What follows belongs to an exercise in optimizing a design on an open flow for small area; a production flow would make more cautious choices. The RTL was checked by simulation tests, not by an equivalence proof against the original design.

Design top_module, start of the top module:
module top_module #(parameter N = 31, M = 31) (
  input signed [N:0] a, input signed [N:0] b, input signed [N:0] p, input signed [N:0] q,
  input clk, input rst, rst1,
  output signed [N:0] af, output signed [N:0] bf, output signed [N:0] pf, output signed [N:0] qf,
  output [M:0] output_angle_vec, output [M:0] output_angle_rot);
For scale: roughly 2700 flip-flops, roughly 160000 µm² of cells after synthesis.
==> flow/config.mk <==
export PLATFORM = sky130hd
export DESIGN_NAME = top_module
export DESIGN_NICKNAME = top_module
export VERILOG_FILES = /design/flow/design.v
export SDC_FILE = /design/flow/constraint.sdc
export NUM_CORES = 4
export LEC_CHECK = 0
export CAP_MARGIN = 20
export CORE_MARGIN = 2
export CORE_UTILIZATION = 55
export PLACE_DENSITY = 0.7
export SLEW_MARGIN = 20
export SYNTH_HIERARCHICAL = 1
==> flow/constraint.sdc <==
create_clock -name core_clock -period 8.0 [get_ports {clk}]
set_input_delay 1.6000 -clock core_clock [delete_from_list [all_inputs] [get_ports {clk}]]
set_output_delay 1.6000 -clock core_clock [all_outputs]
set_load 0.01 [all_outputs]
standard.sh (not shown) runs the stock make flow with config.mk's settings and CLKGATE_MAP_FILE= SYNTH_SCRIPT=/design/flow/synth_recipe.tcl, a recipe that flattens the netlist after the stock synthesis.
==> flow/flow/run.sh <==
#!/bin/bash
# Own flow: the standard layout (standard.sh, unchanged synthesis and steps), with
#  - port buffers made from the smallest buffer cell instead of clkdlybuf4s50_1, and
#  - the clock tree built without dummy loads and with larger leaf clusters.
# Every ORFS step writes its full log under orfs/logs/; this script's own output goes to
# run_flow.log in the work folder.
set -euo pipefail
exec > >(tee -a run_flow.log) 2>&1
export BUFFER_PORTS_ARGS="-buffer_cell sky130_fd_sc_hd__buf_1"
export CTS_ARGS="-sink_clustering_enable -repair_clock_nets -dont_use_dummy_load -buf_list sky130_fd_sc_hd__clkbuf_8 -sink_clustering_size 16 -sink_clustering_max_diameter 60"
bash standard.sh
The starting point completed with no timing, DRC or antenna violations.
Rerun with:
CORE_UTILIZATION = 40   (was 55)
PLACE_DENSITY = 0.6   (was 0.7)
Result: Synthesized area does not change. Count of clock-buffer cells in the layout rises by 13. Routed wire length fell by 0.49%. Cell area grows by about 1.5%.
Rerun with:
CAP_MARGIN = 10   (was 20)
CORE_UTILIZATION = 55   (was 40)
PLACE_DENSITY = 0.7   (was 0.6)
SLEW_MARGIN = 10   (was 20)
What happened: Final cell count drops by 8.2%. Clock-buffer cell count went down by 16. Design area is lower by about 1.5%. Setup slack is worse by 0.091 ns. Sequential cell count does not change. Hold slack is better by 0.063 ns. Routed wire length grows by 0.66%. Non-clock buffer count decreases by 87. Critical path depth drops by 2. Via count rose by about 1.1%.
Rerun with:
--- a/flow/flow/run.sh
+++ b/flow/flow/run.sh
@@ -9,3 +9,3 @@
 export BUFFER_PORTS_ARGS="-buffer_cell sky130_fd_sc_hd__buf_1"
-export CTS_ARGS="-sink_clustering_enable -repair_clock_nets -dont_use_dummy_load -buf_list sky130_fd_sc_hd__clkbuf_8 -sink_clustering_size 16 -sink_clustering_max_diameter 60"
+export CTS_ARGS="-sink_clustering_enable -repair_clock_nets -dont_use_dummy_load -buf_list sky130_fd_sc_hd__clkbuf_16 -sink_clustering_size 24 -sink_clustering_max_diameter 80"
 bash standard.sh
CAP_MARGIN = 20   (was 10)
CORE_UTILIZATION = 40   (was 55)
PLACE_DENSITY = 0.6   (was 0.7)
SLEW_MARGIN = 20   (was 10)
Setup slack gets better by 0.12 ns.
Critical path depth increases by 2.
Final cell count grows by 8.5%.
Design area came out higher by 1.9%.
Maximum frequency climbs by 1.6%.
Core utilization falls by 15 points.
Count of clock-buffer cells in the layout goes down by 69.
Non-clock buffer count grows by 92.

* * *

top_module, a different RTL version from the one above (not shown whole).
Size in the first run: roughly 13,000 cells after synthesis, ~2,700 flip-flops, ~320 I/O pins, roughly 0.16 mm^2 of cells after synthesis.
export LEC_CHECK = 0
export CAP_MARGIN = 20
export CORE_MARGIN = 2
export CORE_UTILIZATION = 40
export PLACE_DENSITY = 0.6
export SLEW_MARGIN = 20
export SYNTH_HIERARCHICAL = 1
create_clock -name core_clock -period 8.0 [get_ports {clk}]
==> flow/flow/run.sh <==
#!/bin/bash
# Own flow: the standard layout (standard.sh, unchanged synthesis and steps), with
#  - port buffers made from the smallest buffer cell instead of clkdlybuf4s50_1, and
#  - the clock tree built without dummy loads and with larger leaf clusters.
# Every ORFS step writes its full log under orfs/logs/; this script's own output goes to
# run_flow.log in the work folder.
set -euo pipefail
exec > >(tee -a run_flow.log) 2>&1
export BUFFER_PORTS_ARGS="-buffer_cell sky130_fd_sc_hd__buf_1"
export CTS_ARGS="-sink_clustering_enable -repair_clock_nets -dont_use_dummy_load -buf_list sky130_fd_sc_hd__clkbuf_16 -sink_clustering_size 24 -sink_clustering_max_diameter 80"
bash standard.sh
The starting point completed without violations.
Rerun with:
GPL_TIMING_DRIVEN = 0   (was unset)
What happened: Utilization goes up by 0.28 points. Synthesized cell count does not change. Critical path depth goes down by 1. Final area goes up by 0.65%. Via count climbs by 0.83%.

what the ideal ports hide:
How much do the figures lean on ideal ports? The routed layouts below were timed once more, with nothing changed but the port constraints.
Step 1: set_driving_cell puts a clkbuf_16 on clk and a buf_2 on each other input, an assumption about the parent block.
Step 2 times the ports against the registers' clock, not the clock port: input delays grow and output delays shrink by t, the midpoint of the rising clock arrivals with the driver on.
Three values: ideal ports, drivers, drivers and shift; two values: the first two.
run | t (ns) | setup WS [ns] | worst setup path at the end | pins driven straight from the clock port
the first run of note 1 | 1.098 | 0.246 / 0.246 / 0.246 | register to register | 1
the second run of note 1 | 1.150 | 0.332 / 0.332 / 0.332 | register to register | 1
the third run of note 1 | 1.081 | 0.241 / 0.241 / 0.241 | register to register | 1
the fourth run of note 1 | 0.944 | 0.362 / 0.362 / 0.362 | register to register | 1
the first run of note 2 | 0.957 | 0.268 / 0.268 / 0.268 | register to register | 1
the second run of note 2 | 0.941 | 0.172 / 0.172 / -0.383 | input to register | 1
Met with ideal ports but missed after step 2: setup timing in the second run of note 2. For the second run of note 2, which loses most, drivers alone change the setup slack by 0.000 ns; drivers and shift together by -0.555 ns.
